This design comes from an exercise in tuning for small area and a short achievable clock period on the open sky130 flow, not from production work. Where RTL was checked, it was by simulation tests only, not by an equivalence proof against the original. The RTL of run 4 was laid out without a check of its function. Power and IR drop assume default switching activity.

==> flow/design.v, too long to show whole: its modules and the start of the top module <==
// module Axi4SharedSdramCtrl: 341 lines
// module SdramCtrl: 967 lines
// module StreamFifoLowLatency: 153 lines
module Axi4SharedSdramCtrl (
  input               io_axi_arw_valid,
  output reg          io_axi_arw_ready,
  input      [22:0]   io_axi_arw_payload_addr,
  input      [3:0]    io_axi_arw_payload_id,
  input      [7:0]    io_axi_arw_payload_len,
  input      [2:0]    io_axi_arw_payload_size,
  input      [1:0]    io_axi_arw_payload_burst,
  input               io_axi_arw_payload_write,
  input               io_axi_w_valid,
  output              io_axi_w_ready,
  input      [31:0]   io_axi_w_payload_data,
  input      [3:0]    io_axi_w_payload_strb,
  input               io_axi_w_payload_last,
  output              io_axi_b_valid,
  input               io_axi_b_ready,
  output     [3:0]    io_axi_b_payload_id,
  output     [1:0]    io_axi_b_payload_resp,
  output              io_axi_r_valid,
  input               io_axi_r_ready,
  output     [31:0]   io_axi_r_payload_data,
  output     [3:0]    io_axi_r_payload_id,
  output     [1:0]    io_axi_r_payload_resp,
  output              io_axi_r_payload_last,
  output     [10:0]   io_sdram_ADDR,
  output     [1:0]    io_sdram_BA,
  input      [31:0]   io_sdram_DQ_read,
  output     [31:0]   io_sdram_DQ_write,
  output     [31:0]   io_sdram_DQ_writeEnable,
  output     [3:0]    io_sdram_DQM,
  output              io_sdram_CASn,
  output              io_sdram_CKE,
  output              io_sdram_CSn,
  output              io_sdram_RASn,
  output              io_sdram_WEn,
  input               io_axiClk,
  input               resetCtrl_axiReset
);
  // ...
==> flow/run.sh <==
#!/bin/bash
# synth_recipe.tcl (not shown) runs the flow's synth.tcl, then flattens the netlist and writes it again
# the make line also repeats each setting of config.mk as NAME=value (left out here)
make -C /OpenROAD-flow-scripts/flow DESIGN_CONFIG=/design/flow/config.mk WORK_HOME=/design/flow/orfs CLKGATE_MAP_FILE= SYNTH_SCRIPT=/design/flow/synth_recipe.tcl finish
==> flow/config.mk <==
export PLATFORM = sky130hd
export DESIGN_NAME = Axi4SharedSdramCtrl
export DESIGN_NICKNAME = Axi4SharedSdramCtrl
export VERILOG_FILES = /design/flow/design.v
export SDC_FILE = /design/flow/constraint.sdc
export NUM_CORES = 4
export LEC_CHECK = 0
export CAP_MARGIN = 20
export CORE_MARGIN = 2
export CORE_UTILIZATION = 40
export SLEW_MARGIN = 20
==> flow/constraint.sdc <==
create_clock -name core_clock -period 10.0 [get_ports {io_axiClk}]
set_input_delay 2.0000 -clock core_clock [delete_from_list [all_inputs] [get_ports {io_axiClk}]]
set_output_delay 2.0000 -clock core_clock [all_outputs]
set_load 0.01 [all_outputs]
==> metrics.md, run 1 <==
| Metric | Value |
|---|---|
| Final period util | `between 80% and 90%` |
| Largest net degree at the start of global routing | `83` |
| Initial antenna violation count | `1` |
| First-pass GRT wire length | `65900 um` |
| CTS Hold Bufs | `0` |
| Hold Path Class | `reg -> reg` |
| Fillers | `4001` |
| Post-synthesis async set-or-reset flop share | `about 18%` |
| Multi-input gate share of total cell area | `26.9%` |
| Hold Vio Cnt, Final | `0` |
| Top sig layer | `met4` |
| Logic gate share of total power | `20.6%` |
| Fin util | `50.1%` |
| Worst Clk Skew | `27.7 ps` |
| XOR/XNOR Fraction of Synth Area | `2.94%` |
| Clock Latency Late Sink | `about 590 ps` |
| H-tree lvl count | `2` |
| Distinct cells, synth | `88` |
| Core Rows | `between 70 and 80` |
| Fin worst setup slack | `1420 ps` |
| Main area contributors after synthesis | `edfxtp_1, dfrtp_1, mux2i_1, ha_1, nand2_1` |
| Status | `finished clean` |
| CTS tree | `done` |
| ClkCell Share | `6.29%` |
| Via-to-Cell Ratio | `5.21` |
| Detail Route Antenna Nets | `0` |
| Int Power | `3.27 mW` |
| Antenna Cells | `1` |
| FF/Latch Area | `around 12000 sq um` |
| Comb_multi_in | `875` |
| Gr ovfl total | `0` |
| Clock buf count | `62` |
| CP endpoint kind | `output pin` |
| Placed cell area | `21300 sq um` |
==> inputs of run 2 (changes only) <==
--- a/flow/config.mk
+++ b/flow/config.mk
@@ -8,4 +8,5 @@
 export CAP_MARGIN = 20
 export CORE_MARGIN = 2
 export CORE_UTILIZATION = 40
+export SETUP_SLACK_MARGIN = 5
 export SLEW_MARGIN = 20
==> metrics.md, run 2 <==
| Metric | Value |
|---|---|
| Status | `finished clean (unchanged)` |
| Initial antenna violation count | `2 (was 1)` |
| WL final | `43600 um (was 42700 um)` |
| Worst VDD drop | `0.000132 V (was 0.000123 V)` |
| Gr ovfl total | `0 (unchanged)` |
| Port buffer count | `243 (unchanged)` |
| Mapped cell area | `18400 sq um (unchanged)` |
| CORE AREA | `45500 sq um (unchanged)` |
| Final setup vio count | `0 (unchanged)` |
| WS Path Type | `in -> out (unchanged)` |
| Fin worst setup slack | `3350 ps (was 1420 ps)` |
| Core Rows | `78 (unchanged)` |
| Largest reg by FF count | `ctrl.chip_backupIn_fifo.ram (unchanged)` |
| Commonest non-fill, non-tap cells in the layout | `edfxtp_1, clkdlybuf4s50_1, nand2_1 (unchanged)` |
| Via count | `12072 (was 11884)` |
| Dpl ws | `1620 ps (was 1490 ps)` |
| Synth Instances | `1432 (unchanged)` |
| RSZ-0062 raised after global routing | `yes (was no)` |
| Die Ht | `219 um (unchanged)` |
| Initial Utilization | `40.6% (unchanged)` |
| Critical Path Fanout Max | `5 (was 10)` |
| Leakage power | `8.83 nW (was 8.63 nW)` |
| Largest net degree at the start of global routing | `78 (was 83)` |
| Yosys top cell area share | `51.9% (unchanged)` |
| GRT Resource Usage Total | `17.8% (was 17.6%)` |
| Layout Nets | `1848 (was 1814)` |
| Setup tns final | `0 ps (unchanged)` |
| Seq/Total Area, Yosys | `63.4% (unchanged)` |
| Clock Path Buffers | `3 (unchanged)` |
| Sw Share | `26.7% (was 26.8%)` |
| Post-synthesis async set-or-reset flop share | `18.0% (unchanged)` |
| Number of detailed-route iterations in the first pass | `5 (unchanged)` |
| PwrDens | `193 nW/um^2 (was 196 nW/um^2)` |
| CTS tree | `done (unchanged)` |
| Layout cells sized above 1 | `12.5% (was 8.81%)` |
| H-tree lvl count | `2 (unchanged)` |
| Clock Pin Slew Worst Setup and Hold Paths | `60 ps (about the same)` |
| Final period util | `66.5% (was 85.8%)` |
| CP Launch Type | `input port (unchanged)` |
| Yosys top cell by area | `edfxtp_1 (unchanged)` |
| DR WL/cell | `18.8 um (was 18.7 um)` |
| Number of synthesized register bits | `406 (unchanged)` |
| Dpl hpwl | `28700 um (about the same)` |
| Area grow syn2layout | `26.8% (was 23.5%)` |
| Hold Vio Cnt, Final | `0 (unchanged)` |
| Die area | `47900 sq um (unchanged)` |
| Most common cell in the netlist | `edfxtp_1 (unchanged)` |
| CTS sink cnt | `406 (unchanged)` |
| Die Wd | `219 um (unchanged)` |
| Clock power frac | `36.5% (was 35.8%)` |
| Clock Latency Late Sink | `590 ps (about the same)` |
| Mapped Avg Cell Area | `12.9 sq um (unchanged)` |
| # IOs | `251 (unchanged)` |
| Worst relative slew slack | `27.5% (was 28.3%)` |
| Ys flop type | `edfxtp_1 (unchanged)` |
| Crit path DAT | `4650 ps (was 6580 ps)` |
| CTS buffer count | `45 (was 44)` |
| Gpl congestion | `0.828 (was 0.820)` |
| Max Fclk | `150 MHz (was 117 MHz)` |
| # DRC | `0 (unchanged)` |
| Via-to-Cell Ratio | `5.21 (about the same)` |
| Synth top cells by count | `edfxtp_1, nand2_1, o21ai_0 (unchanged)` |
| Post-synth EDFFs | `319 (unchanged)` |
| Final count of pins violating max slew | `0 (unchanged)` |
| First-pass GRT wire length | `66000 um (was 65900 um)` |
| Hold Path Class | `reg -> reg (unchanged)` |
| Worst Tran Pin Value | `1090 ps (was 1080 ps)` |
| Worst Clk Skew | `16.5 ps (was 27.7 ps)` |
| Distinct cells, synth | `88 (unchanged)` |
| Logic gate share of total power | `20.4% (was 20.6%)` |
| Int Power | `3.32 mW (was 3.27 mW)` |
| 1st-iter DRT viols | `916 (was 869)` |
| Switch Pwr | `1.21 mW (was 1.19 mW)` |
| Vias in the first global route | `11515 (was 11654)` |
| Commonest non-fill, non-tap cell in the layout | `edfxtp_1 (unchanged)` |
| Number of flip-flops under the largest register name | `74 (unchanged)` |
| Syn. warnings | `3 (unchanged)` |
| Detail Route Antenna Nets | `0 (unchanged)` |
| Flop pwr share | `43.1% (was 43.7%)` |
| Max-cap violations | `0 (unchanged)` |
| CTS root buffer | `clkbuf_16 (unchanged)` |
| CP Data Required Time | `8000 ps (about the same)` |
| CP endpoint kind | `output pin (unchanged)` |
| Final min period | `6650 ps (was 8580 ps)` |
| Main area contributors after synthesis | `edfxtp_1, dfrtp_1, mux2i_1, ha_1, nand2_1 (unchanged)` |
## run 2: cell counts after synthesis
Identical to the previous run, type by type.
## run 2: per-layer routing
metal	part of all wire, %	up-vias	track usage (%)
met3	6.3	66	3.48
met1	44	5884	24.3
met4	2.3	0	5.74
met2	48	362	28.8
met5	0	-	0
li1	-	5760	-
## run 2: final cells by class
class	count	area, sq um
fill	3918	22100
sequential	406	11700
clock inverter	23	282
tap	600	751
timing repair buffer	288	2820
antenna	3	7.51
inverter	63	243
multi-input combinational	876	6420
clock buffer	57	1180
## run 2: per-stage QoR
stage	cells	cell area [sq um]	utilization (%)	power (mW)	hold slack (ps)
finish	2316	23400	51.4	4.52	357
global route	2315	23400	51.4	4.76	369
CTS	2296	23200	50.9	4.58	358
detailed placement	2200	21400	47.0	2.91	349
global placement	2200	21400	47.0	2.88	349
floorplan	1436	18500	-	2.53	345
## run 2: what timing repair did
action                                  4_1_cts  5_1_grt
hold endpoints to repair                      0        0
pin swaps                                    11       11
hold buffers                                  0        0
endpoints found under the setup margin       67       34
setup buffers                                15       16
gates resized for setup                      58       18
cloned                                        1        0
## run 2: power groups by stage
stage                     Sequential [mW]  Clock [mW]  Combinational [mW]
after global routing                 1.96        1.78                1.02
after detailed placement             1.98           0               0.924
after global placement               1.98           0               0.905
final                                1.95        1.65               0.921
after floorplan                      1.97           0               0.557
after CTS                            1.95        1.70               0.929
## run 2: worst max-delay path: stages
cell and delay [ps]:
buf_8 90, mux2i_4 60, mux2_4 330, buf_8 140, buf_4 140, mux2i_4 180, xnor2_2 160, o41ai_4 420
nand4_4 140, or2_4 250, or3_4 470, nor2_4 160, buf_6 120
## run 2: worst paths after layout
path	start	endpoint	slack, ps	depth (start not counted)
max in group asynchronous	resetCtrl_axiReset	asynchronous set/reset pin	7260	3
min in group asynchronous	resetCtrl_axiReset	ctrl.refresh_counter_value[7]	2060	3
setup reg to reg	ctrl.frontend_rsp_m2sPipe_rData_task[1]	flip-flop	5310	10
hold reg to reg	ctrl.chip_sdramCkeInternal	ctrl.chip_sdramCkeInternal_regNext	360	0
setup / recovery	io_axi_arw_payload_addr[10]	io_axi_w_ready	3350	13
hold / removal	ctrl.chip_sdramCkeInternal	ctrl.chip_sdramCkeInternal_regNext	360	0
## run 2: cell families (layout without fill, tap and decap cells)
logic type / count (synthesis) / in the layout / synth area share, %
buf+inv: 155 / 431 / 4.01
flops: 406 / 406 / 63.4
simple gates: 386 / 386 / 10.6
other cells: 1 / 8 / 0.0203
fa+ha+maj: 52 / 52 / 3.65
xor+xnor: 62 / 62 / 2.94
mux: 111 / 112 / 6.45
compound gates: 259 / 259 / 9.01
==> inputs of run 3 (changes only) <==
--- a/flow/config.mk
+++ b/flow/config.mk
@@ -8,5 +8,5 @@
 export CAP_MARGIN = 20
 export CORE_MARGIN = 2
 export CORE_UTILIZATION = 40
-export SETUP_SLACK_MARGIN = 5
+export SETUP_SLACK_MARGIN = 3
 export SLEW_MARGIN = 20
==> metrics.md, run 3 <==
| Metric | Value |
|---|---|
| Status | `finished clean (unchanged)` |
| CTS tree | `done (unchanged)` |
| DR WL/cell | `18.9 um (was 18.8 um)` |
| Distinct cells, synth | `88 (unchanged)` |
| Synth top cells by count | `edfxtp_1, nand2_1, o21ai_0 (unchanged)` |
| Mapped cell area | `18400 sq um (unchanged)` |
| Commonest non-fill, non-tap cells in the layout | `edfxtp_1, clkdlybuf4s50_1, nand2_1 (unchanged)` |
| Clock Latency Late Sink | `590 ps (about the same)` |
| Clock Pin Slew Worst Setup and Hold Paths | `60 ps (about the same)` |
| Compound-Gate Fraction of Synth Area | `9.01% (unchanged)` |
| Layout cells sized above 1 | `10.3% (was 12.5%)` |
| Worst Tran Pin Value | `1080 ps (was 1090 ps)` |
| Main area contributors after synthesis | `edfxtp_1, dfrtp_1, mux2i_1, ha_1, nand2_1 (unchanged)` |
| Yosys top cell area share | `51.9% (unchanged)` |
| Hold slack | `359 ps (was 357 ps)` |
| Area grow syn2layout | `24.8% (was 26.8%)` |
| CORE AREA | `45500 sq um (unchanged)` |
| Final min period | `6940 ps (was 6650 ps)` |
| Synth Instances | `1432 (unchanged)` |
| CTS sink cnt | `406 (unchanged)` |
| Worst Clk Skew | `26.6 ps (was 16.5 ps)` |
| Gr ovfl total | `0 (unchanged)` |
| Dpl hpwl | `28700 um (about the same)` |
| CTS root buffer | `clkbuf_16 (unchanged)` |
| Ys flop type | `edfxtp_1 (unchanged)` |
| Detail Route Antenna Nets | `0 (unchanged)` |
| PwrDens | `194 nW/um^2 (was 193 nW/um^2)` |
| Largest net degree at the start of global routing | `83 (was 78)` |
| Initial Utilization | `40.6% (unchanged)` |
| Hold Vio Cnt, Final | `0 (unchanged)` |
| Clock Path Buffers | `3 (unchanged)` |
| Via-to-Cell Ratio | `5.23 (was 5.21)` |
| Core Rows | `78 (unchanged)` |
| Setup tns final | `0 ps (unchanged)` |
| Die area | `47900 sq um (unchanged)` |
| Post-synthesis async set-or-reset flop share | `18.0% (unchanged)` |
| Worst relative slew slack | `28.0% (was 27.5%)` |
| Critical Path Fanout Max | `10 (was 5)` |
| Crit path DAT | `4940 ps (was 4650 ps)` |
| Leakage power | `8.71 nW (was 8.83 nW)` |
| Commonest non-fill, non-tap cell in the layout | `edfxtp_1 (unchanged)` |
| Syn. warnings | `3 (unchanged)` |
| Final cell count without fillers | `2289 (was 2316)` |
| 1st-iter DRT viols | `916 (unchanged)` |
| XOR/XNOR Fraction of Synth Area | `2.94% (unchanged)` |
| Seq/Total Area, Yosys | `63.4% (unchanged)` |
| Post-Synth Adder-Cell Area | `3.65% (unchanged)` |
| Max-cap violations | `0 (unchanged)` |
| Final setup vio count | `0 (unchanged)` |
| Fin util | `50.6% (was 51.4%)` |
| Total Power | `4.47 mW (was 4.52 mW)` |
| Number of flip-flops under the largest register name | `74 (unchanged)` |
| Most common cell in the netlist | `edfxtp_1 (unchanged)` |
| Vias in the first global route | `11704 (was 11515)` |
| Die Ht | `219 um (unchanged)` |
| Gpl congestion | `0.820 (was 0.828)` |
| Final count of pins violating max slew | `0 (unchanged)` |
| Portion of netlist area occupied by mux cells | `6.45% (unchanged)` |
| CTS Hold Bufs | `0 (unchanged)` |
| Mapped Avg Cell Area | `12.9 sq um (unchanged)` |
| # DRC | `0 (unchanged)` |
| CP Launch Type | `input port (unchanged)` |
| Die Wd | `219 um (unchanged)` |
| Final period util | `69.4% (was 66.5%)` |
| Placed cell area | `21300 sq um (was 21400 sq um)` |
| RSZ-0062 raised after global routing | `no (was yes)` |
| Yosys top cell by area | `edfxtp_1 (unchanged)` |
| Port buffer count | `243 (unchanged)` |
| Layout Nets | `1823 (was 1848)` |
| Combinational family with the most area after synthesis | `simple AND/OR/NAND/NOR gates (unchanged)` |
| Max Fclk | `144 MHz (was 150 MHz)` |
| # IOs | `251 (unchanged)` |
| Worst VDD drop | `0.000123 V (was 0.000132 V)` |
| WL final | `43300 um (was 43600 um)` |
| CP Data Required Time | `8000 ps (about the same)` |
| Reg2reg setup slack | `5100 ps (was 5310 ps)` |
| Number of detailed-route iterations in the first pass | `6 (was 5)` |
| Post-synth EDFFs | `319 (unchanged)` |
| H-tree lvl count | `2 (unchanged)` |
| GRT Resource Usage Total | `17.8% (about the same)` |
| Finished Cell Area | `23000 sq um (was 23400 sq um)` |
| Fin worst setup slack | `3060 ps (was 3350 ps)` |
| Dpl ws | `1490 ps (was 1620 ps)` |
| Fillers | `3981 (was 3918)` |
| CTS buffer count | `44 (was 45)` |
| Hold Path Class | `reg -> reg (unchanged)` |
| Largest reg by FF count | `ctrl.chip_backupIn_fifo.ram (unchanged)` |
| Number of synthesized register bits | `406 (unchanged)` |
| WS Path Type | `in -> out (unchanged)` |
| CP endpoint kind | `output pin (unchanged)` |
| Initial antenna violation count | `2 (unchanged)` |
| Dpl cells | `2199 (was 2200)` |
| First-pass GRT wire length | `66600 um (was 66000 um)` |
| Via count | `11975 (was 12072)` |
| Post-Synth Simple-Gate Area | `10.6% (unchanged)` |
-- run 3: changes by cell type in the layout (fill, tap and decap cells not counted), moves of 3 or more --
cell / previous run / this run
clkinv_1: 10 / 7
mux2i_4: 8 / 3
clkbuf_8: 1 / 9
mux2i_2: 0 / 3
a2111oi_2: 3 / 0
bufinv_16: 5 / 2
buf_6: 5 / 0
a2111oi_1: 0 / 3
buf_4: 40 / 16
-- run 3: logic make-up after synthesis --
family | after synthesis
DFF | 406
buffers and inverters | 155
xor gates and xnor gates | 62
and+or+nand+nor | 386
other | 1
adders and majority gates | 52
AOI/OAI and AO/OA | 259
muxes | 111
-- run 3: worst paths after layout --
path                                                          from                                 end  cells past startpoint
min reg2reg                             ctrl.chip_sdramCkeInternal  ctrl.chip_sdramCkeInternal_regNext                      0
min in group asynchronous                       resetCtrl_axiReset       ctrl.refresh_counter_value[5]                      2
min                                     ctrl.chip_sdramCkeInternal  ctrl.chip_sdramCkeInternal_regNext                      0
max                                    io_axi_arw_payload_addr[10]                    io_axi_arw_ready                     13
max reg2reg                ctrl.frontend_rsp_m2sPipe_rData_task[0]                           flip-flop                     10
max in group asynchronous                       resetCtrl_axiReset          asynchronous set/reset pin                      3
-- run 3: final cells by class --
| cell class | count | area [sq um] | share of cell area, % |
|---|---|---|---|
| Clock inverter | 17 | 185 | 0.804 |
| Tap cell | 600 | 751 | 3.26 |
| Antenna cell | 1 | 2.50 | 0.0109 |
| Multi-Input combinational cell | 876 | 6260 | 27.2 |
| Clock buffer | 62 | 1250 | 5.42 |
| Sequential cell | 406 | 11700 | 50.8 |
| Inverter | 63 | 243 | 1.05 |
| Timing Repair Buffer | 264 | 2640 | 11.5 |
-- run 3: report_power, final --
group / total [mW] / internal, mW / switching, mW
clock: 1.60 / 0.928 / 0.671
combinational: 0.919 / 0.452 / 0.467
sequential: 1.95 / 1.89 / 0.0597
-- run 3: worst max-delay path, cell delays in order --
cell	delay, ps
clkdlybuf4s15_2	240
mux2i_4	210
mux2_4	230
buf_12	110
clkinv_4	110
mux2i_2	180
o22a_1	230
a211oi_2	330
nand4_4	120
or2_4	310
or3_4	410
nor2_4	150
dlygate4sd2_1	290
-- run 3: repair_timing --
item	CTS	global route
setup endpoints to repair	2	2
endpoints found under the hold margin	0	0
cloned	1	0
buffers inserted	7	1
pin swaps	6	3
gates resized for setup	32	8
-- run 3: routing by layer --
metal | wire (um) | track usage [%] | share of wire, % | vias up
met2 | 20800 | 29.1 | 48 | 372
met4 | 935 | 6.08 | 2.2 | 2
met5 | 11 | 0 | 0.025 | -
li1 | - | - | - | 5698
met1 | 18900 | 24.0 | 44 | 5839
met3 | 2710 | 3.27 | 6.3 | 64
==> module Axi4SharedSdramCtrl, before the edit <==
module Axi4SharedSdramCtrl (
  input               io_axi_arw_valid,
  output reg          io_axi_arw_ready,
  input      [22:0]   io_axi_arw_payload_addr,
  input      [3:0]    io_axi_arw_payload_id,
  input      [7:0]    io_axi_arw_payload_len,
  input      [2:0]    io_axi_arw_payload_size,
  input      [1:0]    io_axi_arw_payload_burst,
  input               io_axi_arw_payload_write,
  input               io_axi_w_valid,
  output              io_axi_w_ready,
  input      [31:0]   io_axi_w_payload_data,
  input      [3:0]    io_axi_w_payload_strb,
  input               io_axi_w_payload_last,
  output              io_axi_b_valid,
  input               io_axi_b_ready,
  output     [3:0]    io_axi_b_payload_id,
  output     [1:0]    io_axi_b_payload_resp,
  output              io_axi_r_valid,
  input               io_axi_r_ready,
  output     [31:0]   io_axi_r_payload_data,
  output     [3:0]    io_axi_r_payload_id,
  output     [1:0]    io_axi_r_payload_resp,
  output              io_axi_r_payload_last,
  output     [10:0]   io_sdram_ADDR,
  output     [1:0]    io_sdram_BA,
  input      [31:0]   io_sdram_DQ_read,
  output     [31:0]   io_sdram_DQ_write,
  output     [31:0]   io_sdram_DQ_writeEnable,
  output     [3:0]    io_sdram_DQM,
  output              io_sdram_CASn,
  output              io_sdram_CKE,
  output              io_sdram_CSn,
  output              io_sdram_RASn,
  output              io_sdram_WEn,
  input               io_axiClk,
  input               resetCtrl_axiReset
);
  wire       [20:0]   _zz_3;
  reg        [11:0]   _zz_4;
  wire                ctrl_io_bus_cmd_ready;
  wire                ctrl_io_bus_rsp_valid;
  wire       [31:0]   ctrl_io_bus_rsp_payload_data;
  wire       [3:0]    ctrl_io_bus_rsp_payload_context_id;
  wire                ctrl_io_bus_rsp_payload_context_last;
  wire       [10:0]   ctrl_io_sdram_ADDR;
  wire       [1:0]    ctrl_io_sdram_BA;
  wire                ctrl_io_sdram_CASn;
  wire                ctrl_io_sdram_CKE;
  wire                ctrl_io_sdram_CSn;
  wire       [3:0]    ctrl_io_sdram_DQM;
  wire                ctrl_io_sdram_RASn;
  wire                ctrl_io_sdram_WEn;
  wire       [31:0]   ctrl_io_sdram_DQ_write;
  wire       [31:0]   ctrl_io_sdram_DQ_writeEnable;
  wire                _zz_5;
  wire       [1:0]    _zz_6;
  wire       [11:0]   _zz_7;
  wire       [11:0]   _zz_8;
  wire       [11:0]   _zz_9;
  wire       [2:0]    _zz_10;
  wire       [2:0]    _zz_11;
  reg                 unburstify_result_valid;
  wire                unburstify_result_ready;
  reg                 unburstify_result_payload_last;
  reg        [22:0]   unburstify_result_payload_fragment_addr;
  reg        [3:0]    unburstify_result_payload_fragment_id;
  reg        [2:0]    unburstify_result_payload_fragment_size;
  reg        [1:0]    unburstify_result_payload_fragment_burst;
  reg                 unburstify_result_payload_fragment_write;
  wire                unburstify_doResult;
  reg                 unburstify_buffer_valid;
  reg        [7:0]    unburstify_buffer_len;
  reg        [7:0]    unburstify_buffer_beat;
  reg        [22:0]   unburstify_buffer_transaction_addr;
  reg        [3:0]    unburstify_buffer_transaction_id;
  reg        [2:0]    unburstify_buffer_transaction_size;
  reg        [1:0]    unburstify_buffer_transaction_burst;
  reg                 unburstify_buffer_transaction_write;
  wire                unburstify_buffer_last;
  wire       [1:0]    Axi4Incr_validSize;
  reg        [22:0]   Axi4Incr_result;
  wire       [10:0]   Axi4Incr_highCat;
  wire       [2:0]    Axi4Incr_sizeValue;
  wire       [11:0]   Axi4Incr_alignMask;
  wire       [11:0]   Axi4Incr_base;
  wire       [11:0]   Axi4Incr_baseIncr;
  reg        [1:0]    _zz_1;
  wire       [2:0]    Axi4Incr_wrapCase;
  wire                _zz_2;
  wire                bridge_axiCmd_valid;
  wire                bridge_axiCmd_ready;
  wire                bridge_axiCmd_payload_last;
  wire       [22:0]   bridge_axiCmd_payload_fragment_addr;
  wire       [3:0]    bridge_axiCmd_payload_fragment_id;
  wire       [2:0]    bridge_axiCmd_payload_fragment_size;
  wire       [1:0]    bridge_axiCmd_payload_fragment_burst;
  wire                bridge_axiCmd_payload_fragment_write;
  wire                bridge_writeRsp_valid;
  wire                bridge_writeRsp_ready;
  wire       [3:0]    bridge_writeRsp_payload_id;
  wire       [1:0]    bridge_writeRsp_payload_resp;
  wire                bridge_writeRsp_m2sPipe_valid;
  wire                bridge_writeRsp_m2sPipe_ready;
  wire       [3:0]    bridge_writeRsp_m2sPipe_payload_id;
  wire       [1:0]    bridge_writeRsp_m2sPipe_payload_resp;
  reg                 bridge_writeRsp_m2sPipe_rValid;
  reg        [3:0]    bridge_writeRsp_m2sPipe_rData_id;
  reg        [1:0]    bridge_writeRsp_m2sPipe_rData_resp;
  assign _zz_5 = (io_axi_arw_payload_len == 8'h0);
  assign _zz_6 = {(2'b01 < Axi4Incr_validSize),(2'b00 < Axi4Incr_validSize)};
  assign _zz_7 = unburstify_buffer_transaction_addr[11 : 0];
  assign _zz_8 = _zz_7;
  assign _zz_9 = {9'd0, Axi4Incr_sizeValue};
  assign _zz_10 = {1'd0, Axi4Incr_validSize};
  assign _zz_11 = {1'd0, _zz_1};
  SdramCtrl ctrl (
    .io_bus_cmd_valid                   (bridge_axiCmd_valid                      ),  
    .io_bus_cmd_ready                   (ctrl_io_bus_cmd_ready                    ),  
    .io_bus_cmd_payload_address         (_zz_3[20:0]                              ),  
    .io_bus_cmd_payload_write           (bridge_axiCmd_payload_fragment_write     ),  
    .io_bus_cmd_payload_data            (io_axi_w_payload_data[31:0]              ),  
    .io_bus_cmd_payload_mask            (io_axi_w_payload_strb[3:0]               ),  
    .io_bus_cmd_payload_context_id      (bridge_axiCmd_payload_fragment_id[3:0]   ),  
    .io_bus_cmd_payload_context_last    (bridge_axiCmd_payload_last               ),  
    .io_bus_rsp_valid                   (ctrl_io_bus_rsp_valid                    ),  
    .io_bus_rsp_ready                   (io_axi_r_ready                           ),  
    .io_bus_rsp_payload_data            (ctrl_io_bus_rsp_payload_data[31:0]       ),  
    .io_bus_rsp_payload_context_id      (ctrl_io_bus_rsp_payload_context_id[3:0]  ),  
    .io_bus_rsp_payload_context_last    (ctrl_io_bus_rsp_payload_context_last     ),  
    .io_sdram_ADDR                      (ctrl_io_sdram_ADDR[10:0]                 ),  
    .io_sdram_BA                        (ctrl_io_sdram_BA[1:0]                    ),  
    .io_sdram_DQ_read                   (io_sdram_DQ_read[31:0]                   ),  
    .io_sdram_DQ_write                  (ctrl_io_sdram_DQ_write[31:0]             ),  
    .io_sdram_DQ_writeEnable            (ctrl_io_sdram_DQ_writeEnable[31:0]       ),  
    .io_sdram_DQM                       (ctrl_io_sdram_DQM[3:0]                   ),  
    .io_sdram_CASn                      (ctrl_io_sdram_CASn                       ),  
    .io_sdram_CKE                       (ctrl_io_sdram_CKE                        ),  
    .io_sdram_CSn                       (ctrl_io_sdram_CSn                        ),  
    .io_sdram_RASn                      (ctrl_io_sdram_RASn                       ),  
    .io_sdram_WEn                       (ctrl_io_sdram_WEn                        ),  
    .io_axiClk                          (io_axiClk                                ),  
    .resetCtrl_axiReset                 (resetCtrl_axiReset                       )   
  );
  always @(*) begin
    case(Axi4Incr_wrapCase)
      3'b000 : begin
        _zz_4 = {Axi4Incr_base[11 : 1],Axi4Incr_baseIncr[0 : 0]};
      end
      3'b001 : begin
        _zz_4 = {Axi4Incr_base[11 : 2],Axi4Incr_baseIncr[1 : 0]};
      end
      3'b010 : begin
        _zz_4 = {Axi4Incr_base[11 : 3],Axi4Incr_baseIncr[2 : 0]};
      end
      3'b011 : begin
        _zz_4 = {Axi4Incr_base[11 : 4],Axi4Incr_baseIncr[3 : 0]};
      end
      3'b100 : begin
        _zz_4 = {Axi4Incr_base[11 : 5],Axi4Incr_baseIncr[4 : 0]};
      end
      default : begin
        _zz_4 = {Axi4Incr_base[11 : 6],Axi4Incr_baseIncr[5 : 0]};
      end
    endcase
  end
  assign unburstify_buffer_last = (unburstify_buffer_beat == 8'h01);
  assign Axi4Incr_validSize = unburstify_buffer_transaction_size[1 : 0];
  assign Axi4Incr_highCat = unburstify_buffer_transaction_addr[22 : 12];
  assign Axi4Incr_sizeValue = {(2'b10 == Axi4Incr_validSize),{(2'b01 == Axi4Incr_validSize),(2'b00 == Axi4Incr_validSize)}};
  assign Axi4Incr_alignMask = {10'd0, _zz_6};
  assign Axi4Incr_base = (_zz_8 & (~ Axi4Incr_alignMask));
  assign Axi4Incr_baseIncr = (Axi4Incr_base + _zz_9);
  always @ (*) begin
    if((((unburstify_buffer_len & 8'h08) == 8'h08))) begin
        _zz_1 = 2'b11;
    end else if((((unburstify_buffer_len & 8'h04) == 8'h04))) begin
        _zz_1 = 2'b10;
    end else if((((unburstify_buffer_len & 8'h02) == 8'h02))) begin
        _zz_1 = 2'b01;
    end else begin
        _zz_1 = 2'b00;
    end
  end
  assign Axi4Incr_wrapCase = (_zz_10 + _zz_11);
  always @ (*) begin
    case(unburstify_buffer_transaction_burst)
      2'b00 : begin
        Axi4Incr_result = unburstify_buffer_transaction_addr;
      end
      2'b10 : begin
        Axi4Incr_result = {Axi4Incr_highCat,_zz_4};
      end
      default : begin
        Axi4Incr_result = {Axi4Incr_highCat,Axi4Incr_baseIncr};
      end
    endcase
  end
  always @ (*) begin
    io_axi_arw_ready = 1'b0;
    if(! unburstify_buffer_valid) begin
      io_axi_arw_ready = unburstify_result_ready;
    end
  end
  always @ (*) begin
    if(unburstify_buffer_valid)begin
      unburstify_result_valid = 1'b1;
    end else begin
      unburstify_result_valid = io_axi_arw_valid;
    end
  end
  always @ (*) begin
    if(unburstify_buffer_valid)begin
      unburstify_result_payload_last = unburstify_buffer_last;
    end else begin
      if(_zz_5)begin
        unburstify_result_payload_last = 1'b1;
      end else begin
        unburstify_result_payload_last = 1'b0;
      end
    end
  end
  always @ (*) begin
    if(unburstify_buffer_valid)begin
      unburstify_result_payload_fragment_id = unburstify_buffer_transaction_id;
    end else begin
      unburstify_result_payload_fragment_id = io_axi_arw_payload_id;
    end
  end
  always @ (*) begin
    if(unburstify_buffer_valid)begin
      unburstify_result_payload_fragment_size = unburstify_buffer_transaction_size;
    end else begin
      unburstify_result_payload_fragment_size = io_axi_arw_payload_size;
    end
  end
  always @ (*) begin
    if(unburstify_buffer_valid)begin
      unburstify_result_payload_fragment_burst = unburstify_buffer_transaction_burst;
    end else begin
      unburstify_result_payload_fragment_burst = io_axi_arw_payload_burst;
    end
  end
  always @ (*) begin
    if(unburstify_buffer_valid)begin
      unburstify_result_payload_fragment_write = unburstify_buffer_transaction_write;
    end else begin
      unburstify_result_payload_fragment_write = io_axi_arw_payload_write;
    end
  end
  always @ (*) begin
    if(unburstify_buffer_valid)begin
      unburstify_result_payload_fragment_addr = Axi4Incr_result;
    end else begin
      unburstify_result_payload_fragment_addr = io_axi_arw_payload_addr;
    end
  end
  assign _zz_2 = (! (unburstify_result_payload_fragment_write && (! io_axi_w_valid)));
  assign bridge_axiCmd_valid = (unburstify_result_valid && _zz_2);
  assign unburstify_result_ready = (bridge_axiCmd_ready && _zz_2);
  assign bridge_axiCmd_payload_last = unburstify_result_payload_last;
  assign bridge_axiCmd_payload_fragment_addr = unburstify_result_payload_fragment_addr;
  assign bridge_axiCmd_payload_fragment_id = unburstify_result_payload_fragment_id;
  assign bridge_axiCmd_payload_fragment_size = unburstify_result_payload_fragment_size;
  assign bridge_axiCmd_payload_fragment_burst = unburstify_result_payload_fragment_burst;
  assign bridge_axiCmd_payload_fragment_write = unburstify_result_payload_fragment_write;
  assign _zz_3 = bridge_axiCmd_payload_fragment_addr[22 : 2];
  assign bridge_writeRsp_valid = (((bridge_axiCmd_valid && bridge_axiCmd_ready) && bridge_axiCmd_payload_fragment_write) && bridge_axiCmd_payload_last);
  assign bridge_writeRsp_payload_resp = 2'b00;
  assign bridge_writeRsp_payload_id = bridge_axiCmd_payload_fragment_id;
  assign bridge_writeRsp_ready = ((1'b1 && (! bridge_writeRsp_m2sPipe_valid)) || bridge_writeRsp_m2sPipe_ready);
  assign bridge_writeRsp_m2sPipe_valid = bridge_writeRsp_m2sPipe_rValid;
  assign bridge_writeRsp_m2sPipe_payload_id = bridge_writeRsp_m2sPipe_rData_id;
  assign bridge_writeRsp_m2sPipe_payload_resp = bridge_writeRsp_m2sPipe_rData_resp;
  assign io_axi_b_valid = bridge_writeRsp_m2sPipe_valid;
  assign bridge_writeRsp_m2sPipe_ready = io_axi_b_ready;
  assign io_axi_b_payload_id = bridge_writeRsp_m2sPipe_payload_id;
  assign io_axi_b_payload_resp = bridge_writeRsp_m2sPipe_payload_resp;
  assign io_axi_r_valid = ctrl_io_bus_rsp_valid;
  assign io_axi_r_payload_id = ctrl_io_bus_rsp_payload_context_id;
  assign io_axi_r_payload_data = ctrl_io_bus_rsp_payload_data;
  assign io_axi_r_payload_last = ctrl_io_bus_rsp_payload_context_last;
  assign io_axi_r_payload_resp = 2'b00;
  assign io_axi_w_ready = ((unburstify_result_valid && unburstify_result_payload_fragment_write) && bridge_axiCmd_ready);
  assign bridge_axiCmd_ready = (ctrl_io_bus_cmd_ready && (! (bridge_axiCmd_payload_fragment_write && (! bridge_writeRsp_ready))));
  assign io_sdram_ADDR = ctrl_io_sdram_ADDR;
  assign io_sdram_BA = ctrl_io_sdram_BA;
  assign io_sdram_DQ_write = ctrl_io_sdram_DQ_write;
  assign io_sdram_DQ_writeEnable = ctrl_io_sdram_DQ_writeEnable;
  assign io_sdram_DQM = ctrl_io_sdram_DQM;
  assign io_sdram_CASn = ctrl_io_sdram_CASn;
  assign io_sdram_CKE = ctrl_io_sdram_CKE;
  assign io_sdram_CSn = ctrl_io_sdram_CSn;
  assign io_sdram_RASn = ctrl_io_sdram_RASn;
  assign io_sdram_WEn = ctrl_io_sdram_WEn;
  always @ (posedge io_axiClk or posedge resetCtrl_axiReset) begin
    if (resetCtrl_axiReset) begin
      unburstify_buffer_valid <= 1'b0;
      bridge_writeRsp_m2sPipe_rValid <= 1'b0;
    end else begin
      if(unburstify_result_ready)begin
        if(unburstify_buffer_last)begin
          unburstify_buffer_valid <= 1'b0;
        end
      end
      if(! unburstify_buffer_valid) begin
        if(! _zz_5) begin
          if(unburstify_result_ready)begin
            unburstify_buffer_valid <= io_axi_arw_valid;
          end
        end
      end
      if(bridge_writeRsp_ready)begin
        bridge_writeRsp_m2sPipe_rValid <= bridge_writeRsp_valid;
      end
    end
  end
  always @ (posedge io_axiClk) begin
    if(unburstify_result_ready)begin
      unburstify_buffer_beat <= (unburstify_buffer_beat - 8'h01);
      unburstify_buffer_transaction_addr[11 : 0] <= Axi4Incr_result[11 : 0];
    end
    if(! unburstify_buffer_valid) begin
      if(! _zz_5) begin
        if(unburstify_result_ready)begin
          unburstify_buffer_transaction_addr <= io_axi_arw_payload_addr;
          unburstify_buffer_transaction_id <= io_axi_arw_payload_id;
          unburstify_buffer_transaction_size <= io_axi_arw_payload_size;
          unburstify_buffer_transaction_burst <= io_axi_arw_payload_burst;
          unburstify_buffer_transaction_write <= io_axi_arw_payload_write;
          unburstify_buffer_beat <= io_axi_arw_payload_len;
          unburstify_buffer_len <= io_axi_arw_payload_len;
        end
      end
    end
    if(bridge_writeRsp_ready)begin
      bridge_writeRsp_m2sPipe_rData_id <= bridge_writeRsp_payload_id;
      bridge_writeRsp_m2sPipe_rData_resp <= bridge_writeRsp_payload_resp;
    end
  end
endmodule
==> inputs of run 4 (changes only) <==
==> flow/design.v (replaced) <==
module Axi4SharedSdramCtrl (
  input               io_axi_arw_valid,
  output              io_axi_arw_ready,
  input      [22:0]   io_axi_arw_payload_addr,
  input      [3:0]    io_axi_arw_payload_id,
  input      [7:0]    io_axi_arw_payload_len,
  input      [2:0]    io_axi_arw_payload_size,
  input      [1:0]    io_axi_arw_payload_burst,
  input               io_axi_arw_payload_write,
  input               io_axi_w_valid,
  output              io_axi_w_ready,
  input      [31:0]   io_axi_w_payload_data,
  input      [3:0]    io_axi_w_payload_strb,
  input               io_axi_w_payload_last,
  output              io_axi_b_valid,
  input               io_axi_b_ready,
  output     [3:0]    io_axi_b_payload_id,
  output     [1:0]    io_axi_b_payload_resp,
  output              io_axi_r_valid,
  input               io_axi_r_ready,
  output     [31:0]   io_axi_r_payload_data,
  output     [3:0]    io_axi_r_payload_id,
  output     [1:0]    io_axi_r_payload_resp,
  output              io_axi_r_payload_last,
  output     [10:0]   io_sdram_ADDR,
  output     [1:0]    io_sdram_BA,
  input      [31:0]   io_sdram_DQ_read,
  output     [31:0]   io_sdram_DQ_write,
  output     [31:0]   io_sdram_DQ_writeEnable,
  output     [3:0]    io_sdram_DQM,
  output              io_sdram_CASn,
  output              io_sdram_CKE,
  output              io_sdram_CSn,
  output              io_sdram_RASn,
  output              io_sdram_WEn,
  input               io_axiClk,
  input               resetCtrl_axiReset
);
  localparam T_MODE   = 3'b000;
  localparam T_PREALL = 3'b001;
  localparam T_PRESGL = 3'b010;
  localparam T_REFR   = 3'b011;
  localparam T_ACT    = 3'b100;
  localparam T_READ   = 3'b101;
  localparam T_WRITE  = 3'b110;
  localparam S_BOOT_PRE  = 2'b00;
  localparam S_BOOT_REF  = 2'b01;
  localparam S_BOOT_MODE = 2'b10;
  localparam S_RUN       = 2'b11;
  wire clk = io_axiClk;
  wire rst = resetCtrl_axiReset;
  reg         ub_valid;
  reg  [7:0]  ub_beat;
  reg  [22:0] ub_addr;
  reg  [3:0]  ub_id;
  reg  [1:0]  ub_size;
  reg  [2:0]  ub_wrap;
  reg  [1:0]  ub_burst;
  reg         ub_write;
  reg         b_valid;
  reg  [3:0]  b_id;
  reg  [10:0] refresh_value;
  reg         refresh_pending;
  reg  [3:0]  boot_cnt;        
  reg         powerup_done;
  reg  [1:0]  state;
  reg  [3:0]  bank_active;
  reg  [10:0] bank_row0, bank_row1, bank_row2, bank_row3;
  reg         p_valid;
  reg  [2:0]  p_task;
  reg  [1:0]  p_bank;
  reg  [10:0] p_rc;
  reg  [31:0] p_data;
  reg  [3:0]  p_mask;
  reg  [3:0]  p_id;
  reg         p_last;
  reg         t_read;
  reg  [2:0]  t_write;
  reg  [2:0]  t_pre0, t_pre1, t_pre2, t_pre3;
  reg  [1:0]  t_act0, t_act1, t_act2, t_act3;
  reg  [5:1]  hist;
  reg         cke_int;
  reg         rcke;
  reg  [4:0]  ctx1, ctx2, ctx3, ctx4, ctx5;
  reg  [31:0] dq_in;
  reg  [10:0] sd_addr;
  reg  [1:0]  sd_ba;
  reg  [31:0] sd_dqw;
  reg         sd_dqwe;
  reg  [3:0]  sd_dqm;
  reg         sd_rasn, sd_casn, sd_wen;
  reg  [36:0] fifo0, fifo1;
  reg         f_push_ptr, f_pop_ptr, f_rising;
  wire        len0      = (io_axi_arw_payload_len == 8'h00);
  wire [1:0]  in_lencode = io_axi_arw_payload_len[3] ? 2'd3 :
                           io_axi_arw_payload_len[2] ? 2'd2 :
                           io_axi_arw_payload_len[1] ? 2'd1 : 2'd0;
  wire [2:0]  in_wrap   = {1'b0, io_axi_arw_payload_size[1:0]} + {1'b0, in_lencode};
  wire [11:0] s_addr  = ub_valid ? ub_addr[11:0] : io_axi_arw_payload_addr[11:0];
  wire [1:0]  s_size  = ub_valid ? ub_size  : io_axi_arw_payload_size[1:0];
  wire [2:0]  s_wrap  = ub_valid ? ub_wrap  : in_wrap;
  wire [1:0]  s_burst = ub_valid ? ub_burst : io_axi_arw_payload_burst;
  wire [2:0]  inc_val = {s_size == 2'd2, s_size == 2'd1, s_size == 2'd0};
  wire [11:0] inc_base = {s_addr[11:2], s_addr[1] & ~s_size[1], s_addr[0] & (s_size == 2'd0)};
  wire [11:0] inc_sum  = inc_base + {9'd0, inc_val};
  reg  [5:0]  wrap_sel;
  always @(*) begin
    case (s_wrap)
      3'd0:    wrap_sel = 6'b000001;
      3'd1:    wrap_sel = 6'b000011;
      3'd2:    wrap_sel = 6'b000111;
      3'd3:    wrap_sel = 6'b001111;
      3'd4:    wrap_sel = 6'b011111;
      default: wrap_sel = 6'b111111;
    endcase
  end
  wire [11:0] inc_wrap = {inc_base[11:6], (inc_sum[5:0] & wrap_sel) | (inc_base[5:0] & ~wrap_sel)};
  wire [11:0] inc_next = (s_burst == 2'b00) ? s_addr :
                         (s_burst == 2'b10) ? inc_wrap : inc_sum;
  wire [1:0]  in_bank = io_axi_arw_payload_addr[11:10];
  wire [10:0] in_row  = io_axi_arw_payload_addr[22:12];
  wire [1:0]  ub_bank = ub_addr[11:10];
  wire [10:0] ub_row  = ub_addr[22:12];
  wire [3:0]  eq_in = {bank_row3 == in_row, bank_row2 == in_row, bank_row1 == in_row, bank_row0 == in_row};
  wire [3:0]  eq_ub = {bank_row3 == ub_row, bank_row2 == ub_row, bank_row1 == ub_row, bank_row0 == ub_row};
  wire [3:0]  hit_in_v = eq_in & bank_active;
  wire [3:0]  hit_ub_v = eq_ub & bank_active;
  wire        hit_in = hit_in_v[in_bank];
  wire        hit_ub = hit_ub_v[ub_bank];
  wire        act_in = bank_active[in_bank];
  wire        act_ub = bank_active[ub_bank];
  wire        r_bank_hit = ub_valid ? hit_ub : hit_in;       
  wire        r_active   = ub_valid ? act_ub : act_in;
  wire [1:0]  r_bank     = ub_valid ? ub_bank : in_bank;
  wire [10:0] r_row      = ub_valid ? ub_row : in_row;
  wire [7:0]  r_col      = ub_valid ? ub_addr[9:2] : io_axi_arw_payload_addr[9:2];
  wire        r_write    = ub_valid ? ub_write : io_axi_arw_payload_write;
  wire [3:0]  r_id       = ub_valid ? ub_id : io_axi_arw_payload_id;
  wire        ub_last    = (ub_beat == 8'h01);
  wire        r_last     = ub_valid ? ub_last : len0;
  wire        r_valid    = ub_valid | io_axi_arw_valid;
  wire        wrsp_ready = ~b_valid | io_axi_b_ready;
  wire        w_ok       = ~r_write | io_axi_w_valid;
  wire        cmd_valid  = r_valid & w_ok;
  wire        any_active = |bank_active;
  wire        t_bubble;
  wire        frr        = ~p_valid | (rcke & ~t_bubble);       
  wire        run        = (state == S_RUN);
  wire        go         = run & ~refresh_pending & frr;         
  wire        wr_ok      = ~r_write | wrsp_ready;
  wire        fire       = go & cmd_valid & r_bank_hit & wr_ok;   
  assign io_axi_arw_ready = ~ub_valid & go & hit_in & (~io_axi_arw_payload_write | (io_axi_w_valid & wrsp_ready));
  assign io_axi_w_ready   = go & wrsp_ready &
                            (ub_valid ? (ub_write & hit_ub) : (io_axi_arw_valid & io_axi_arw_payload_write & hit_in));
  reg        f_valid;
  reg  [2:0] f_task;
  always @(*) begin
    case (state)
      S_BOOT_PRE:  begin f_valid = powerup_done; f_task = T_PREALL; end
      S_BOOT_REF:  begin f_valid = 1'b1;         f_task = T_REFR;   end
      S_BOOT_MODE: begin f_valid = 1'b1;         f_task = T_MODE;   end
      default: begin
        f_valid = refresh_pending | cmd_valid;
        if (refresh_pending)
          f_task = any_active ? T_PREALL : T_REFR;
        else if (r_active & ~r_bank_hit)
          f_task = T_PRESGL;
        else if (~r_active)
          f_task = T_ACT;
        else
          f_task = r_write ? T_WRITE : T_READ;
      end
    endcase
  end
  wire        f_rw = run & ~refresh_pending & r_bank_hit;
  wire [10:0] f_rc = f_rw ? {3'd0, r_col} : r_row;
  always @(posedge clk or posedge rst) begin
    if (rst) begin
      ub_valid <= 1'b0;
      b_valid  <= 1'b0;
    end else begin
      if (ub_valid) begin
        if (fire & ub_last) ub_valid <= 1'b0;
      end else begin
        if (fire & ~len0) ub_valid <= 1'b1;
      end
      if (wrsp_ready) b_valid <= fire & r_write & r_last;
    end
  end
  always @(posedge clk) begin
    if (~ub_valid) begin
      ub_addr[22:12] <= io_axi_arw_payload_addr[22:12];
      ub_id    <= io_axi_arw_payload_id;
      ub_size  <= io_axi_arw_payload_size[1:0];
      ub_wrap  <= in_wrap;
      ub_burst <= io_axi_arw_payload_burst;
      ub_write <= io_axi_arw_payload_write;
    end
    if (~ub_valid | fire) begin
      ub_addr[11:0] <= inc_next;
      ub_beat <= ub_valid ? ub_beat - 8'h01 : io_axi_arw_payload_len;
    end
    if (wrsp_ready) b_id <= r_id;
  end
  assign io_axi_b_valid        = b_valid;
  assign io_axi_b_payload_id   = b_id;
  assign io_axi_b_payload_resp = 2'b00;
  wire refresh_wrap = (refresh_value == 11'h61a);
  wire [3:0] bank_sel = 4'b0001 << r_bank;
  always @(posedge clk or posedge rst) begin
    if (rst) begin
      refresh_value   <= 11'h000;
      refresh_pending <= 1'b0;
      boot_cnt        <= 4'd10;
      powerup_done    <= 1'b0;
      state           <= S_BOOT_PRE;
      bank_active     <= 4'b0000;
      p_valid         <= 1'b0;
    end else begin
      refresh_value <= refresh_wrap ? 11'h000 : refresh_value + 11'h001;
      if (refresh_wrap) refresh_pending <= 1'b1;
      if (~powerup_done) begin
        if (refresh_wrap) boot_cnt <= boot_cnt - 4'd1;
        if (boot_cnt == 4'd0 && refresh_value == 11'd753) powerup_done <= 1'b1;
      end
      case (state)
        S_BOOT_PRE:  if (powerup_done & frr) state <= S_BOOT_REF;
        S_BOOT_REF:  if (frr) begin
                       boot_cnt <= boot_cnt + 4'd1;
                       if (boot_cnt[2:0] == 3'b111) state <= S_BOOT_MODE;
                     end
        S_BOOT_MODE: if (frr) state <= S_RUN;
        default: begin
          if (frr) begin
            if (refresh_pending) begin
              if (any_active) bank_active <= 4'b0000;
              else            refresh_pending <= 1'b0;
            end else if (cmd_valid) begin
              if (r_active & ~r_bank_hit) bank_active <= bank_active & ~bank_sel;
              else if (~r_active)         bank_active <= bank_active | bank_sel;
            end
          end
        end
      endcase
      if (frr) p_valid <= f_valid;
    end
  end
  always @(posedge clk) begin
    if (~bank_active[0]) bank_row0 <= r_row;
    if (~bank_active[1]) bank_row1 <= r_row;
    if (~bank_active[2]) bank_row2 <= r_row;
    if (~bank_active[3]) bank_row3 <= r_row;
    if (frr) begin
      p_task <= f_task;
      p_bank <= r_bank;
      p_rc   <= f_rc;
      p_data <= io_axi_w_payload_data;
      p_mask <= io_axi_w_payload_strb;
      p_id   <= r_id;
      p_last <= r_last;
    end
  end
  wire b_read  = (t_read != 1'b0);
  wire b_write = (t_write != 3'd0);
  wire [3:0] b_pre = {t_pre3 != 3'd0, t_pre2 != 3'd0, t_pre1 != 3'd0, t_pre0 != 3'd0};
  wire [3:0] b_act = {t_act3 != 2'd0, t_act2 != 2'd0, t_act1 != 2'd0, t_act0 != 2'd0};
  reg bubble;
  always @(*) begin
    case (p_task)
      T_MODE:   bubble = b_act[0];
      T_PREALL: bubble = |b_pre;
      T_PRESGL: bubble = b_pre[p_bank];
      T_REFR:   bubble = |b_act;
      T_ACT:    bubble = b_act[p_bank];
      T_READ:   bubble = b_read;
      default:  bubble = b_write;
    endcase
  end
  assign t_bubble = p_valid & bubble;
  wire c_valid = p_valid & ~bubble;      
  wire c_fire  = c_valid & rcke;
  wire [3:0] p_bank_sel = 4'b0001 << p_bank;
  wire is_mode   = c_fire & (p_task == T_MODE);
  wire is_preall = c_fire & (p_task == T_PREALL);
  wire is_presgl = c_fire & (p_task == T_PRESGL);
  wire is_refr   = c_fire & (p_task == T_REFR);
  wire is_act    = c_fire & (p_task == T_ACT);
  wire is_read   = c_fire & (p_task == T_READ);
  wire is_write  = c_fire & (p_task == T_WRITE);
  wire [3:0] act_set3 = {4{is_refr}} | ({4{is_act}} & p_bank_sel);
  wire [3:0] act_set1 = {3'b000, is_preall} | ({4{is_presgl}} & p_bank_sel);
  wire [3:0] pre_set2 = {4{is_act}} & p_bank_sel;
  wire [3:0] pre_set5 = {4{is_write}} & p_bank_sel;
  function [1:0] act_next(input [1:0] cur, input dec, input s3, input s2, input s1);
    begin
      if (s3) act_next = 2'd3;
      else if (s2 && cur <= 2'd2) act_next = 2'd2;
      else if (s1 && cur <= 2'd1) act_next = 2'd1;
      else if (dec && cur != 2'd0) act_next = cur - 2'd1;
      else act_next = cur;
    end
  endfunction
  function [2:0] pre_next(input [2:0] cur, input dec, input s5, input s2);
    begin
      if (s5 && cur <= 3'd5) pre_next = 3'd5;
      else if (s2 && cur <= 3'd2) pre_next = 3'd2;
      else if (dec && cur != 3'd0) pre_next = cur - 3'd1;
      else pre_next = cur;
    end
  endfunction
  always @(posedge clk or posedge rst) begin
    if (rst) begin
      t_read  <= 1'b0;
      t_write <= 3'd0;
      t_pre0 <= 3'd0; t_pre1 <= 3'd0; t_pre2 <= 3'd0; t_pre3 <= 3'd0;
      t_act0 <= 2'd0; t_act1 <= 2'd0; t_act2 <= 2'd0; t_act3 <= 2'd0;
    end else begin
      if (is_act) t_read <= 1'b1;
      else if (rcke) t_read <= 1'b0;
      if (is_read && t_write <= 3'd4) t_write <= 3'd4;
      else if (is_act && t_write <= 3'd1) t_write <= 3'd1;
      else if (rcke && t_write != 3'd0) t_write <= t_write - 3'd1;
      t_pre0 <= pre_next(t_pre0, rcke, pre_set5[0], pre_set2[0]);
      t_pre1 <= pre_next(t_pre1, rcke, pre_set5[1], pre_set2[1]);
      t_pre2 <= pre_next(t_pre2, rcke, pre_set5[2], pre_set2[2]);
      t_pre3 <= pre_next(t_pre3, rcke, pre_set5[3], pre_set2[3]);
      t_act0 <= act_next(t_act0, rcke, act_set3[0], is_mode, act_set1[0]);
      t_act1 <= act_next(t_act1, rcke, act_set3[1], is_mode, act_set1[1]);
      t_act2 <= act_next(t_act2, rcke, act_set3[2], is_mode, act_set1[2]);
      t_act3 <= act_next(t_act3, rcke, act_set3[3], is_mode, act_set1[3]);
    end
  end
  wire hist0    = c_valid & (p_task == T_READ);
  wire cke_next = ~((hist0 | (|hist)) & ~io_axi_r_ready);
  wire c_write  = c_valid & (p_task == T_WRITE);
  always @(posedge clk or posedge rst) begin
    if (rst) begin
      hist    <= 5'b00000;
      cke_int <= 1'b1;
      rcke    <= 1'b1;
    end else begin
      if (rcke) hist <= {hist[4:1], hist0};
      cke_int <= cke_next;
      rcke    <= cke_int;
    end
  end
  always @(posedge clk) begin
    if (rcke) begin
      ctx1 <= {p_id, p_last};
      ctx2 <= ctx1;
      ctx3 <= ctx2;
      ctx4 <= ctx3;
      ctx5 <= ctx4;
      dq_in <= io_sdram_DQ_read;
      sd_dqw <= p_data;
      sd_dqwe <= c_write;
      sd_dqm <= c_write ? ~p_mask : {4{~hist[1]}};
      if (c_valid) begin
        case (p_task)
          T_PREALL: {sd_rasn, sd_casn, sd_wen} <= 3'b010;
          T_REFR:   {sd_rasn, sd_casn, sd_wen} <= 3'b001;
          T_MODE:   {sd_rasn, sd_casn, sd_wen} <= 3'b000;
          T_ACT:    {sd_rasn, sd_casn, sd_wen} <= 3'b011;
          T_WRITE:  {sd_rasn, sd_casn, sd_wen} <= 3'b100;
          T_READ:   {sd_rasn, sd_casn, sd_wen} <= 3'b101;
          default:  {sd_rasn, sd_casn, sd_wen} <= 3'b010;
        endcase
      end else begin
        {sd_rasn, sd_casn, sd_wen} <= 3'b111;
      end
      sd_addr[9:0] <= (p_task == T_MODE) ? 10'h030 : p_rc[9:0];
      sd_addr[10]  <= (p_task == T_PREALL) | ((p_task == T_ACT) & p_rc[10]);
      sd_ba        <= (p_task == T_MODE) ? 2'b00 : p_bank;
    end
  end
  assign io_sdram_ADDR = sd_addr;
  assign io_sdram_BA = sd_ba;
  assign io_sdram_DQ_write = sd_dqw;
  assign io_sdram_DQ_writeEnable = {32{sd_dqwe}};
  assign io_sdram_DQM = sd_dqm;
  assign io_sdram_CSn = 1'b0;
  assign io_sdram_RASn = sd_rasn;
  assign io_sdram_CASn = sd_casn;
  assign io_sdram_WEn = sd_wen;
  assign io_sdram_CKE = cke_int;
  wire        push_valid = hist[5] & rcke;
  wire        f_match = (f_push_ptr == f_pop_ptr);
  wire        f_empty = f_match & ~f_rising;
  wire        f_full  = f_match & f_rising;
  wire        pushing = push_valid & ~f_full;
  wire        pop_valid = ~f_empty | push_valid;
  wire        popping = pop_valid & io_axi_r_ready;
  wire [36:0] push_data = {ctx5, dq_in};
  wire [36:0] ram_rd = f_pop_ptr ? fifo1 : fifo0;
  wire [36:0] pop_data = f_empty ? push_data : ram_rd;
  always @(posedge clk or posedge rst) begin
    if (rst) begin
      f_push_ptr <= 1'b0;
      f_pop_ptr  <= 1'b0;
      f_rising   <= 1'b0;
    end else begin
      if (pushing) f_push_ptr <= ~f_push_ptr;
      if (popping) f_pop_ptr <= ~f_pop_ptr;
      if (pushing != popping) f_rising <= pushing;
    end
  end
  always @(posedge clk) begin
    if (pushing & ~f_push_ptr) fifo0 <= push_data;
    if (pushing &  f_push_ptr) fifo1 <= push_data;
  end
  assign io_axi_r_valid        = pop_valid;
  assign io_axi_r_payload_data = pop_data[31:0];
  assign io_axi_r_payload_last = pop_data[32];
  assign io_axi_r_payload_id   = pop_data[36:33];
  assign io_axi_r_payload_resp = 2'b00;
endmodule
--- a/flow/config.mk
+++ b/flow/config.mk
@@ -8,5 +8,5 @@
 export CAP_MARGIN = 20
 export CORE_MARGIN = 2
 export CORE_UTILIZATION = 40
-export SETUP_SLACK_MARGIN = 3
+export SETUP_SLACK_MARGIN = 5
 export SLEW_MARGIN = 20
==> metrics.md, run 4 <==
| Metric | Value |
|---|---|
| Status | `finished clean (unchanged)` |
| H-tree lvl count | `2 (unchanged)` |
| Core Rows | `76 (was 78)` |
| Gpl congestion | `0.833 (was 0.820)` |
| Leakage power | `8.57 nW (was 8.71 nW)` |
| CP Data Required Time | `8000 ps (about the same)` |
| Post-synthesis async set-or-reset flop share | `15.3% (was 18.0%)` |
| Worst VDD drop | `0.000124 V (was 0.000123 V)` |
| Layout cells sized above 1 | `11.9% (was 10.3%)` |
| Layout Nets | `1696 (was 1823)` |
| Largest net degree at the start of global routing | `76 (was 83)` |
| Gr ovfl total | `0 (unchanged)` |
| DR WL/cell | `18.2 um (was 18.9 um)` |
| 1st-iter DRT viols | `612 (was 916)` |
| Number of detailed-route iterations in the first pass | `7 (was 6)` |
| Via-to-Cell Ratio | `4.96 (was 5.23)` |
| Max-cap violations | `0 (unchanged)` |
| CTS Hold Bufs | `0 (unchanged)` |
| GRT busiest layer | `met2 (unchanged)` |
| Distinct cells, synth | `80 (was 88)` |
| Slowest-stage cell, CP | `clkdlybuf4s50_1 (was or3_4)` |
| # DRC | `0 (unchanged)` |
| Hold Path Class | `reg -> reg (unchanged)` |
| Final min period | `5650 ps (was 6940 ps)` |
| Area grow syn2layout | `26.3% (was 24.8%)` |
| Yosys top cell by area | `edfxtp_1 (unchanged)` |
| Initial antenna violation count | `2 (unchanged)` |
| CP peak stage delay | `550 ps (was 410 ps)` |
| Cell chain of the critical path | `clkdlybuf4s50_1 -> a311oi_2 -> a311oi_1 -> buf_4 -> a32o_1 -> and3_4 -> buf_6 (was clkdlybuf4s15_2 -> mux2i_4 -> mux2_4 -> buf_12 -> clkinv_4 -> mux2i_2 -> o22a_1 -> a211oi_2 -> nand4_4 -> or2_4 -> or3_4 -> nor2_4 -> dlygate4sd2_1)` |
| Critical Path Fanout Max | `4 (was 10)` |
| Seq/Total Area, Yosys | `64.1% (was 63.4%)` |
| Max Fclk | `177 MHz (was 144 MHz)` |
| WL final | `39200 um (was 43300 um)` |
| Post-synth EDFFs | `309 (was 319)` |
| Worst relative slew slack | `31.6% (was 28.0%)` |
| Mapped Avg Cell Area | `13.4 sq um (was 12.9 sq um)` |
| Final count of pins violating max slew | `0 (unchanged)` |
| Finished Cell Area | `22200 sq um (was 23000 sq um)` |
| Detail Route Antenna Nets | `0 (unchanged)` |
| Via count | `10674 (was 11975)` |
| Commonest non-fill, non-tap cell in the layout | `edfxtp_1 (unchanged)` |
| Dpl ws | `3260 ps (was 1490 ps)` |
| RSZ-0062 raised after global routing | `yes (was no)` |
| Clock Latency Late Sink | `580 ps (was 590 ps)` |
| Yosys top cell area share | `52.9% (was 51.9%)` |
| CTS sink cnt | `392 (was 406)` |
| Global Route met1 Usage | `23.4% (was 24.0%)` |
| Synth top cells by count | `edfxtp_1, nand2_1, xor2_1 (was edfxtp_1, nand2_1, o21ai_0)` |
| Die area | `45500 sq um (was 47900 sq um)` |
| Placed cell area | `20300 sq um (was 21300 sq um)` |
| Number of synthesized register bits | `392 (was 406)` |
| CTS tree | `done (unchanged)` |
| Dpl hpwl | `26100 um (was 28700 um)` |
| Dpl cells | `2065 (was 2199)` |
| Met2 usage in global routing | `26.5% (was 29.1%)` |
| Hold Vio Cnt, Final | `0 (unchanged)` |
| Crit path DAT | `3650 ps (was 4940 ps)` |
| Worst Tran Pin Value | `1030 ps (was 1080 ps)` |
| Vias in the first global route | `10588 (was 11704)` |
| Initial Utilization | `40.6% (about the same)` |
| CP endpoint kind | `output pin (unchanged)` |
| First-pass GRT wire length | `59600 um (was 66600 um)` |
| Fin worst setup slack | `4350 ps (was 3060 ps)` |
| WS Path Type | `in -> out (unchanged)` |
| Worst Clk Skew | `22.9 ps (was 26.6 ps)` |
| Final setup vio count | `0 (unchanged)` |
| CTS buffer count | `44 (unchanged)` |
| Syn. warnings | `1 (was 3)` |
| Antenna Cells | `0 (was 1)` |
| GRT Resource Usage Total | `16.9% (was 17.8%)` |
| Met3 Resource Use GR | `3.97% (was 3.27%)` |
| # IOs | `251 (unchanged)` |
| Ys flop type | `edfxtp_1 (unchanged)` |
| Main area contributors after synthesis | `edfxtp_1, dfrtp_1, xor2_1, mux2i_1, ha_1 (was edfxtp_1, dfrtp_1, mux2i_1, ha_1, nand2_1)` |
| Top Registers | `fifo0: 37 flops, fifo1: 37 flops` |
| Synth Instances | `1314 (was 1432)` |
| CORE AREA | `43200 sq um (was 45500 sq um)` |
| CTS root buffer | `clkbuf_16 (unchanged)` |
| Commonest non-fill, non-tap cells in the layout | `edfxtp_1, clkdlybuf4s50_1, nand2_1 (unchanged)` |
| Final period util | `56.5% (was 69.4%)` |
| Port buffer count | `243 (unchanged)` |
| Clock Pin Slew Worst Setup and Hold Paths | `60 ps (about the same)` |
| Most common cell in the netlist | `edfxtp_1 (unchanged)` |
| Die Ht | `213 um (was 219 um)` |
| Setup tns final | `0 ps (unchanged)` |
| Final cell count without fillers | `2150 (was 2289)` |
| Mapped cell area | `17500 sq um (was 18400 sq um)` |
| PwrDens | `181 nW/um^2 (was 194 nW/um^2)` |
| Clock Path Buffers | `3 (unchanged)` |
| CP Launch Type | `input port (unchanged)` |
| Die Wd | `213 um (was 219 um)` |
## run 4: report_power, final
group          switching, mW  total (mW)  leakage, nW  internal, mW
clock                  0.666        1.63        0.720         0.960
combinational          0.278       0.569         3.83         0.290
sequential            0.0224        1.82         4.01          1.80
total                  0.967        4.02         8.57          3.05
## run 4: cells by family (layout without fill, tap and decap cells)
family / count (synthesis) / in the layout / synth area share, %
AO/OA/AOI/OAI: 164 / 164 / 6.07
other: 1 / 5 / 0.0214
adder cells (fa/ha/maj): 50 / 50 / 3.65
multiplexers: 96 / 96 / 5.84
buffers and inverters: 157 / 404 / 4.40
XOR/XNOR: 125 / 125 / 6.24
AND/OR/NAND/NOR: 329 / 329 / 9.67
flip-flops: 392 / 392 / 64.1
## run 4: path summary, 6_finish.rpt
kind,start,to,slack [ps],depth (start not counted)
max in group asynchronous,resetCtrl_axiReset,ub_valid,7430,3
hold reg to reg,cke_int,rcke,370,0
setup reg to reg,rcke,ub_beat[0],5950,6
hold / removal,cke_int,rcke,370,0
setup / recovery,io_axi_arw_payload_addr[11],io_axi_w_ready,4350,7
min in group asynchronous,resetCtrl_axiReset,hist[2],2000,3
## run 4: final cells by class
class / instances / area [sq um]
clock buffers: 54 / 1200
clock inverters: 27 / 255
fillers: 3721 / 21000
inverters: 67 / 251
multi-input cells: 769 / 5900
flip-flops and latches: 392 / 11300
well taps: 585 / 732
repair buffers: 256 / 2570
## run 4: metrics by stage
step	utilization, %	power, mW	hold WS, ps
final	51.3	4.02	366
after global routing	51.3	4.19	375
after CTS	51.0	4.08	371
after detailed placement	47.0	2.43	360
after global placement	47.0	2.42	357
after floorplan	-	2.14	379
## run 4: timing repair
| item | CTS | global route |
|---|---|---|
| buffers inserted | 4 | 0 |
| setup endpoints to repair | 22 | 2 |
| resized for setup | 117 | 21 |
| pin swaps | 16 | 10 |
## run 4: metal layers
metal  wire, um  vias up
met5         11        -
met4        936        2
met3       2470       65
met2      17900      281
met1      17900     5189
li1           -     5137
## run 4: worst max-delay path: cells and delay by family
| family | cells | cell delay, ps |
|---|---|---|
| buffers and inverters | 3 | 830 |
| AO/OA/AOI/OAI | 3 | 630 |
| AND/OR/NAND/NOR | 1 | 200 |

==> what the ideal ports hide <==
The results above use ideal ports. As a check the final layouts listed here were re-extracted and re-timed, cells and wires unchanged.
Step 1, drivers: a clkbuf_16 drives io_axiClk and a buf_2 each remaining input, both assumed.
Step 2 also shifts input and output timing later by t, the mid clock arrival at the registers, as if the neighbouring blocks saw the same clock.
Three values: ideal, step 1, step 2; two values: the first two.
run | shift t [ns] | slack for setup (ns) | worst hold slack (ns) | worst data-port slew with drivers (ns)
run 1 | 0.625 | 1.418 / 1.379 / 1.379 | 0.359 / 0.359 / 0.359 | 0.09
run 2 | 0.633 | 3.348 / 3.292 / 3.292 | 0.357 / 0.357 / 0.357 | 0.08
run 3 | 0.625 | 3.058 / 3.037 / 3.037 | 0.359 / 0.359 / 0.359 | 0.09
run 4 | 0.621 | 4.350 / 4.326 / 4.326 | 0.366 / 0.366 / 0.366 | 0.07
After both steps setup and hold are still met in every run listed. For run 2, which loses most, drivers alone change the setup slack by -0.056 ns; drivers and shift together by -0.056 ns.
